This design comes from an exercise in tuning for small area on the open sky130 flow, not from production work.
In this exercise RTL edits were held to simulation tests only and were not proved equivalent to the original.
The clock port is modelled as an ideal driver; clocking choices that lean on that would not hold on a real chip.
Power figures rest on the tool's default switching activity, not on a simulated workload.

==> 07-18: inputs <==
==> flow/design.v <==
module MainLogic(
    clk_50M,rst,clear,start,stop,CounterFlag,ErrorFlag,LED,LED_InRuning,ScanCnt,MsTick
);
input clk_50M,rst,clear,start,stop;
output reg [1:0]CounterFlag;
output reg ErrorFlag;
output wire LED;
output reg LED_InRuning;
output wire [4:0]ScanCnt;
output wire MsTick;
localparam [13:0] HP_FIRST = 14'd3125;    
reg [4:0]Lo;
reg [13:0]Hp;
reg [4:0]Q;
wire hp_last = Hp[13] & Hp[10] & Hp[7] & Hp[4] & Hp[3] & Hp[2] & Hp[1];
wire hp_wrap = Hp[13] & Hp[9] & Hp[8] & Hp[7] & Hp[6] & Hp[5] & Hp[3] & Hp[2]
             & ~Hp[4] & ~Hp[1] & ~Hp[0];
wire q_last = Q[4] & ~Q[3] & ~Q[1] & ~Q[0];
reg [18:0]RandomNum;
reg clear_temp,start_temp,stop_temp;
reg [21:0]counter;
reg [2:0]MsLo;
wire [5:0]ms = {counter[21:19], MsLo};
assign MsTick = ms[5] & ms[2] & ms[1] & ms[0];
wire [5:0]ms_next = MsTick ? 6'd0 : {ms[4:0], ~(ms[5] ^ ms[0])};
assign LED = CounterFlag[1];
assign ScanCnt = Lo;
wire clear_e = clear & ~clear_temp;
wire start_e = start & ~start_temp;
wire stop_e  = stop & ~stop_temp;
wire drawn = |RandomNum[18:16];
wire idle  = ~CounterFlag[1] & ~CounterFlag[0];
wire run   = CounterFlag[1];
wire stopped = CounterFlag[0];
wire hit   = (counter == {3'b000, RandomNum});
wire early = (counter < {3'b000, RandomNum});
always @(posedge clk_50M) begin
    if (rst) begin
        Lo <= 5'd0;
        Hp <= HP_FIRST;
        Q <= 5'd0;
    end else begin
        Lo <= Lo + 5'd1;
        if (&Lo) begin
            if (q_last && hp_wrap) begin
                Hp <= HP_FIRST;
                Q <= 5'd0;
            end else if (hp_last) begin
                Hp <= HP_FIRST;
                Q <= {Q[3:0], ~(Q[4] ^ Q[0])};
            end else begin
                Hp <= Hp + 14'd1;
            end
        end
    end
end
always @(posedge clk_50M) begin
    MsLo <= run ? ms_next[2:0] : 3'd0;
end
always @(posedge clk_50M) begin
    if (start_e)
        RandomNum[15:0] <= {Hp[10:0], Lo};
end
always @(posedge clk_50M) begin
    if (rst) begin
        clear_temp <= 1'b0;
        start_temp <= 1'b0;
        stop_temp <= 1'b0;
        CounterFlag <= 2'b00;
        ErrorFlag <= 1'b0;
        LED_InRuning <= 1'b0;
        counter <= 22'b0;
        RandomNum[18:16] <= 3'b0;
    end else begin
        if (clear_e) begin
            CounterFlag <= 2'b00;
            ErrorFlag <= 1'b0;
            LED_InRuning <= 1'b0;
            counter <= 22'b0;
            RandomNum[18:16] <= 3'b0;
        end
        if (start_e) begin
            LED_InRuning <= 1'b1;
            RandomNum[18:16] <= Hp[13:11];
        end
        if (stop_e) begin
            CounterFlag <= 2'b01;
            LED_InRuning <= 1'b0;
        end
        if (drawn && idle) begin
            if (hit)
                CounterFlag <= 2'b10;
            else
                counter <= counter + 22'd1;
        end else if (drawn && stopped) begin
            ErrorFlag <= early;
        end
        if (run)
            counter[21:19] <= (stop_e | clear_e) ? 3'b000 : ms_next[5:3];
        clear_temp <= clear;
        start_temp <= start;
        stop_temp <= stop;
    end
end
endmodule
module Counter(
    clk_50M,rst,CounterFlag,MsTick,CounterOut
);
input clk_50M,rst;
input [1:0]CounterFlag;
input MsTick;
output reg [11:0]CounterOut;
wire run = CounterFlag[1];
wire idle = ~CounterFlag[1] & ~CounterFlag[0];
wire tick = MsTick;
wire nine0 = CounterOut[3] & CounterOut[0];
wire nine1 = CounterOut[7] & CounterOut[4];
wire nine2 = CounterOut[11] & CounterOut[8];
always @(posedge clk_50M) begin
    if (rst || idle) begin
        CounterOut <= 12'b0;
    end else if (run && tick && !(nine0 && nine1 && nine2)) begin
        if (!nine0) begin
            CounterOut[3:0] <= CounterOut[3:0] + 4'd1;
        end else begin
            CounterOut[3:0] <= 4'd0;
            if (!nine1) begin
                CounterOut[7:4] <= CounterOut[7:4] + 4'd1;
            end else begin
                CounterOut[7:4] <= 4'd0;
                CounterOut[11:8] <= CounterOut[11:8] + 4'd1;
            end
        end
    end
end
endmodule
module DynamicScanTubes(clk_50M, rst, DataIn, ErrorFlag, ScanCnt, DIG, codeout);
    input clk_50M;
    input rst;
    input ErrorFlag;      
    input [11:0] DataIn;  
    input [4:0] ScanCnt;  
    output wire [7:0] DIG;
    output wire [6:0] codeout;
    reg [1:0] SEL;
    always @(posedge clk_50M) begin
        if (rst)
            SEL <= 2'b00;
        else if (ScanCnt == 5'd15)
            SEL <= {SEL[0], ~SEL[1] & ~SEL[0]};
    end
    wire [3:0] Y = SEL[1] ? DataIn[11:8] : (SEL[0] ? DataIn[7:4] : DataIn[3:0]);
    wire A = Y[3], B = Y[2], C = Y[1], D = Y[0];
    wire sa = A | C | (B & D) | (~B & ~D);
    wire sb = ~B | (~C & ~D) | (C & D);
    wire sc = B | ~C | D;
    wire sd = A | (~B & ~D) | (C & ~D) | (B & ~C & D) | (~B & C);
    wire se = (~B & ~D) | (C & ~D);
    wire sf = A | (~C & ~D) | (B & ~C) | (B & ~D);
    wire sg = A | (B & ~C) | (~B & C) | (C & ~D);
    assign codeout = ErrorFlag ? 7'b1111001 : {sg, sf, se, sd, sc, sb, sa};
    assign DIG = {5'b00000, SEL[1], SEL[0], ~SEL[1] & ~SEL[0]};
endmodule
module FinalDesign (
    clk_50M,rst,clear,start,stop,DIG,codeout,LED,LED_InRuning
);
input clk_50M,rst,clear,start,stop;
output wire[7:0] DIG;
output wire[6:0] codeout;
output wire LED;
output wire LED_InRuning;
wire [11:0]CounterOut_wire;
wire [1:0]CounterFlag_wire;
wire ErrorFlag_wire;
wire [4:0]ScanCnt_wire;
wire MsTick_wire;
MainLogic ML(
    .clk_50M(clk_50M),
    .rst(rst),
    .clear(clear),
    .start(start),
    .stop(stop),
    .CounterFlag(CounterFlag_wire),
    .ErrorFlag(ErrorFlag_wire),
    .LED(LED),
    .LED_InRuning(LED_InRuning),
    .ScanCnt(ScanCnt_wire),
    .MsTick(MsTick_wire)
);
Counter C(
    .clk_50M(clk_50M),
    .rst(rst),
    .CounterFlag(CounterFlag_wire),
    .MsTick(MsTick_wire),
    .CounterOut(CounterOut_wire)
);
DynamicScanTubes DST(
    .clk_50M(clk_50M),
    .rst(rst),
    .DataIn(CounterOut_wire),
    .ErrorFlag(ErrorFlag_wire),
    .ScanCnt(ScanCnt_wire),
    .DIG(DIG),
    .codeout(codeout)
);
endmodule
==> flow/flow/run.sh <==
#!/bin/bash
# The standard ORFS layout (standard.sh), with these changes:
# - synthesis maps logic with an area-oriented ABC script (deepsyn, 25 s, then
#   rounds of dch + nf; run with seeds 1-4, keeping the smallest) and without ORFS's
#   half/full-adder cells (registers are mapped as in the standard synthesis)
# - port buffers are buf_1
# - the clock tree uses clkbuf_8 and no dummy loads; after CTS its buffers are
#   downsized while the flip-flop clock-pin slew stays under 108 ps (estimate)
# - one tie cell drives all the constant outputs
# Each tool's output goes to the ORFS logs under orfs/logs; make's output to standard.log.
set -euo pipefail
here=$(pwd)
export MY_ABC_SCRIPT=$here/flow/area.abc
export MY_ABC_SEEDS="1 2 3 4"
export CLK_SLEW_TARGET_PS=108
bash standard.sh \
  SYNTH_SCRIPT=$here/flow/synth.tcl \
  ADDER_MAP_FILE= \
  REMOVE_ABC_BUFFERS=1 \
  SKIP_REPAIR_TIE_FANOUT=1 \
  BUFFER_PORTS_ARGS="-buffer_cell sky130_fd_sc_hd__buf_1" \
  CTS_ARGS="-sink_clustering_enable -repair_clock_nets -dont_use_dummy_load -buf_list sky130_fd_sc_hd__clkbuf_8" \
  POST_CTS_TCL=$here/flow/post_cts.tcl \
  finish > standard.log 2>&1
==> flow/flow/area.abc <==
strash; dc2; dc2; &get -n; &deepsyn -T 25 -S SEED; &put; strash; &get -n; &dch -f; &nf -R 1000; &put; strash; dc2; strash; &get -n; &dch -f; &nf -R 1000; &put;
==> flow/flow/post_cts.tcl <==
# Downsize clock-tree buffers while every flip-flop clock pin keeps a slew
# (placement estimate) below the target, leaves first, then the root.
proc clk_pin_slew_max {} {
  worst_slack -max
  set mx 0
  foreach pin [all_registers -clock_pins -edge_triggered] {
    foreach e {rise fall} {
      foreach an {min max} {
        set s [sta::time_ui_sta [get_property $pin slew_${an}_$e]]
        if {$s > $mx} { set mx $s }
      }
    }
  }
  return $mx
}
set clk_slew_target [expr {([info exists ::env(CLK_SLEW_TARGET_PS)] ? $::env(CLK_SLEW_TARGET_PS) : 100) * 1e-12}]
estimate_parasitics -placement
set before [clk_pin_slew_max]
puts "clock slew before downsizing: [expr {$before * 1e12}] ps"
if {$before > $clk_slew_target} { set clk_slew_target $before }
set bufs [get_cells -filter "ref_name=~sky130_fd_sc_hd__clkbuf_*"]
set leaves {}
set roots {}
foreach b $bufs {
  if {![string match "clkbuf_*" [get_name $b]]} { continue }
  if {[string match "clkbuf_0_*" [get_name $b]]} { lappend roots $b } else { lappend leaves $b }
}
foreach b [concat $leaves $roots] {
  set orig [get_property $b ref_name]
  foreach size {1 2 4 8 16} {
    set cell sky130_fd_sc_hd__clkbuf_$size
    if {$cell eq $orig} { break }
    replace_cell $b $cell
    estimate_parasitics -placement
    if {[clk_pin_slew_max] <= $clk_slew_target} { break }
    replace_cell $b $orig
  }
  puts "clock buffer [get_name $b]: $orig -> [get_property $b ref_name]"
}
puts "clock slew after downsizing: [expr {[clk_pin_slew_max] * 1e12}] ps"
==> flow/flow/synth.tcl <==
# synth_recipe.tcl with an area-oriented ABC script in place of ORFS's speed script.
# Registers are mapped exactly as in the standard synthesis; only the
# combinational mapping differs. The ABC script (MY_ABC_SCRIPT) is run once per
# seed in MY_ABC_SEEDS, with SEED in it replaced by the seed, and the mapping
# with the smallest cell area is kept.
proc synth {args} { yosys synth -nofsm -noshare {*}$args }
proc abc {args} {
  set i [lsearch -exact $args -script]
  if {$i < 0} { yosys abc {*}$args; return }
  set libs {}
  for {set j 0} {$j < [llength $args]} {incr j} {
    if {[lindex $args $j] eq "-liberty"} { lappend libs -liberty [lindex $args [expr {$j + 1}]] }
  }
  set template [read [open $::env(MY_ABC_SCRIPT)]]
  set best_area -1
  yosys design -save abc_pre
  foreach seed $::env(MY_ABC_SEEDS) {
    yosys design -load abc_pre
    set script $::env(RESULTS_DIR)/abc_seed_$seed.script
    set f [open $script w]
    puts $f [string map [list SEED $seed] $template]
    close $f
    yosys abc {*}[lreplace $args $i [expr {$i + 1}] -script $script]
    set statfile $::env(RESULTS_DIR)/abc_seed_$seed.stat
    yosys tee -q -o $statfile stat {*}$libs
    set area -1
    regexp {Chip area for module[^:]*:\s*([0-9.]+)} [read [open $statfile]] -> area
    puts "ABC seed $seed: area $area"
    if {$area >= 0 && ($best_area < 0 || $area < $best_area)} {
      set best_area $area
      yosys design -save abc_best
    }
  }
  yosys design -load abc_best
  puts "ABC kept area $best_area"
}
source $::env(SCRIPTS_DIR)/synth.tcl
# left out here: clear keep_hierarchy, flatten, clean up, hide names made inside functions, write 1_2_yosys.v
==> flow/standard.sh <==
#!/bin/bash
# synth_recipe.tcl (not shown) runs the flow's synth.tcl, then flattens the netlist and writes it again
# the make line also repeats each setting of config.mk as NAME=value (left out here)
make -C /OpenROAD-flow-scripts/flow DESIGN_CONFIG=/design/flow/config.mk WORK_HOME=/design/flow/orfs CLKGATE_MAP_FILE= SYNTH_SCRIPT=/design/flow/synth_recipe.tcl "${@:-finish}"
==> flow/config.mk <==
export PLATFORM = sky130hd
export DESIGN_NAME = FinalDesign
export DESIGN_NICKNAME = FinalDesign
export VERILOG_FILES = /design/flow/design.v
export SDC_FILE = /design/flow/constraint.sdc
export NUM_CORES = 4
export LEC_CHECK = 0
export CAP_MARGIN = 0
export CORE_MARGIN = 2
export CORE_UTILIZATION = 60
export GPL_TIMING_DRIVEN = 0
export PLACE_DENSITY = 0.75
export SLEW_MARGIN = 0
==> flow/constraint.sdc <==
create_clock -name core_clock -period 25.0 [get_ports {clk_50M}]
set_input_delay 5.0000 -clock core_clock [delete_from_list [all_inputs] [get_ports {clk_50M}]]
set_output_delay 5.0000 -clock core_clock [all_outputs]
set_load 0.01 [all_outputs]
==> inputs of 04-15, as changes to 07-18 <==
==> flow/design.v, changed modules only <==
module MainLogic(
    clk_50M,rst,clear,start,stop,CounterFlag,ErrorFlag,LED,LED_InRuning,ScanCnt
);
input clk_50M,rst,clear,start,stop;
output reg [1:0]CounterFlag;
output reg ErrorFlag;
output wire LED;
output reg LED_InRuning;
output wire [4:0]ScanCnt;
localparam [13:0] HP_FIRST = 14'd3125;    
reg [4:0]Lo;
reg [13:0]Hp;
reg [4:0]Q;
wire hp_last = Hp[13] & Hp[10] & Hp[7] & Hp[4] & Hp[3] & Hp[2] & Hp[1];
wire hp_wrap = Hp[13] & Hp[9] & Hp[8] & Hp[7] & Hp[6] & Hp[5] & Hp[3] & Hp[2]
             & ~Hp[4] & ~Hp[1] & ~Hp[0];
wire q_last = Q[4] & ~Q[3] & ~Q[1] & ~Q[0];
reg [18:0]RandomNum;
reg clear_temp,start_temp,stop_temp;
reg [21:0]counter;
assign LED = CounterFlag[1];
assign ScanCnt = Lo;
wire clear_e = clear & ~clear_temp;
wire start_e = start & ~start_temp;
wire stop_e  = stop & ~stop_temp;
wire drawn = |RandomNum[18:16];
wire idle  = ~CounterFlag[1] & ~CounterFlag[0];
wire stopped = CounterFlag[0];
wire hit   = (counter == {3'b000, RandomNum});
wire early = (counter < {3'b000, RandomNum});
always @(posedge clk_50M) begin
    if (rst) begin
        Lo <= 5'd0;
        Hp <= HP_FIRST;
        Q <= 5'd0;
    end else begin
        Lo <= Lo + 5'd1;
        if (&Lo) begin
            if (q_last && hp_wrap) begin
                Hp <= HP_FIRST;
                Q <= 5'd0;
            end else if (hp_last) begin
                Hp <= HP_FIRST;
                Q <= {Q[3:0], ~(Q[4] ^ Q[0])};
            end else begin
                Hp <= Hp + 14'd1;
            end
        end
    end
end
always @(posedge clk_50M) begin
    if (start_e)
        RandomNum[15:0] <= {Hp[10:0], Lo};
end
always @(posedge clk_50M) begin
    if (rst) begin
        clear_temp <= 1'b0;
        start_temp <= 1'b0;
        stop_temp <= 1'b0;
        CounterFlag <= 2'b00;
        ErrorFlag <= 1'b0;
        LED_InRuning <= 1'b0;
        counter <= 22'b0;
        RandomNum[18:16] <= 3'b0;
    end else begin
        if (clear_e) begin
            CounterFlag <= 2'b00;
            ErrorFlag <= 1'b0;
            LED_InRuning <= 1'b0;
            counter <= 22'b0;
            RandomNum[18:16] <= 3'b0;
        end
        if (start_e) begin
            LED_InRuning <= 1'b1;
            RandomNum[18:16] <= Hp[13:11];
        end
        if (stop_e) begin
            CounterFlag <= 2'b01;
            LED_InRuning <= 1'b0;
        end
        if (drawn && idle) begin
            if (hit)
                CounterFlag <= 2'b10;
            else
                counter <= counter + 22'd1;
        end else if (drawn && stopped) begin
            ErrorFlag <= early;
        end
        clear_temp <= clear;
        start_temp <= start;
        stop_temp <= stop;
    end
end
endmodule
module Counter(
    clk_50M,rst,CounterFlag,CounterOut
);
input clk_50M,rst;
input [1:0]CounterFlag;
output reg [11:0]CounterOut;
reg [5:0]counter;
wire run = CounterFlag[1];
wire idle = ~CounterFlag[1] & ~CounterFlag[0];
wire tick = counter[5] & counter[2] & counter[1] & counter[0];
wire nine0 = CounterOut[3] & CounterOut[0];
wire nine1 = CounterOut[7] & CounterOut[4];
wire nine2 = CounterOut[11] & CounterOut[8];
always @(posedge clk_50M) begin
    if (run)
        counter <= tick ? 6'd0 : {counter[4:0], ~(counter[5] ^ counter[0])};
    else
        counter <= 6'd0;
end
always @(posedge clk_50M) begin
    if (rst || idle) begin
        CounterOut <= 12'b0;
    end else if (run && tick && !(nine0 && nine1 && nine2)) begin
        if (!nine0) begin
            CounterOut[3:0] <= CounterOut[3:0] + 4'd1;
        end else begin
            CounterOut[3:0] <= 4'd0;
            if (!nine1) begin
                CounterOut[7:4] <= CounterOut[7:4] + 4'd1;
            end else begin
                CounterOut[7:4] <= 4'd0;
                CounterOut[11:8] <= CounterOut[11:8] + 4'd1;
            end
        end
    end
end
endmodule
module FinalDesign (
    clk_50M,rst,clear,start,stop,DIG,codeout,LED,LED_InRuning
);
input clk_50M,rst,clear,start,stop;
output wire[7:0] DIG;
output wire[6:0] codeout;
output wire LED;
output wire LED_InRuning;
wire [11:0]CounterOut_wire;
wire [1:0]CounterFlag_wire;
wire ErrorFlag_wire;
wire [4:0]ScanCnt_wire;
MainLogic ML(
    .clk_50M(clk_50M),
    .rst(rst),
    .clear(clear),
    .start(start),
    .stop(stop),
    .CounterFlag(CounterFlag_wire),
    .ErrorFlag(ErrorFlag_wire),
    .LED(LED),
    .LED_InRuning(LED_InRuning),
    .ScanCnt(ScanCnt_wire)
);
Counter C(
    .clk_50M(clk_50M),
    .rst(rst),
    .CounterFlag(CounterFlag_wire),
    .CounterOut(CounterOut_wire)
);
DynamicScanTubes DST(
    .clk_50M(clk_50M),
    .rst(rst),
    .DataIn(CounterOut_wire),
    .ErrorFlag(ErrorFlag_wire),
    .ScanCnt(ScanCnt_wire),
    .DIG(DIG),
    .codeout(codeout)
);
endmodule
==> flow/flow/run.sh (replaced) <==
#!/bin/bash
# Standard ORFS layout with smaller port buffers and a clock tree without dummy loads.
bash standard.sh \
  BUFFER_PORTS_ARGS="-buffer_cell sky130_fd_sc_hd__buf_1" \
  CTS_ARGS="-sink_clustering_enable -repair_clock_nets -dont_use_dummy_load -buf_list sky130_fd_sc_hd__clkbuf_8" \
  finish > standard.log 2>&1
Settings changed: CAP_MARGIN 0 to 20, CORE_UTILIZATION 60 to 40, GPL_TIMING_DRIVEN 0 to not set, PLACE_DENSITY 0.75 to not set, SLEW_MARGIN 0 to 20.
removed: flow/flow/area.abc
removed: flow/flow/post_cts.tcl
removed: flow/flow/synth.tcl
==> qor summary <==
item                                                                   04-15                    07-18
Met2 track demand over resource                                        23.3%                    34.0%
Seq/Total Area, Yosys                                                  43.9%                    54.2%
Static leakage                                                       1.80 nW                  1.33 nW
Power after layout                                                  0.240 mW                 0.225 mW
Post-detailed-placement half-perimeter wirelength                    6630 um                  4850 um
Largest clock skew in the final design                               24.5 ps                  31.7 ps
Final-layout clock-cell area share                                     2.56%                    2.60%
Hold Crit Depth                                                            1                        2
Multi-input gate area                                               2340 um2                 1520 um2
Non-clock buffer instance count of the final layout                       20                       16
Met1 wire length                                                     4600 um                  3450 um
Outcome                                              complete, no violations  complete, no violations
Chip Height                                                           111 um                  81.2 um
Number of synthesized register bits                                       92                       89
Min setup slack post-route                                         17,610 ps                17,530 ps
Share of layout cells above drive strength 1                           5.18%                    2.76%
Max frequency                                                        135 MHz                  134 MHz

[re-timing with driven ports]
Ports are ideal in the flow. The routed layouts listed here were re-timed in OpenROAD. Step 1 assumes that a clkbuf_16 drives the clock port and a buf_2 every other input. Step 2 also shifts input and output timing later by t, the mid clock arrival at the registers, as if the neighbouring blocks saw the same clock. Slacks: ideal / step 1 / step 2; pairs: ideal / step 1.
run | shift t [ns] | setup slack, ns | worst setup path at the end | worst slew at a driven data input, ns
07-18 | 0.441 | 17.529 / 17.503 / 17.681 | input to register | 0.03
04-15 | 0.382 | 17.612 / 17.579 / 17.961 | register to output | 0.03
After both steps setup and hold are still met in every run listed.
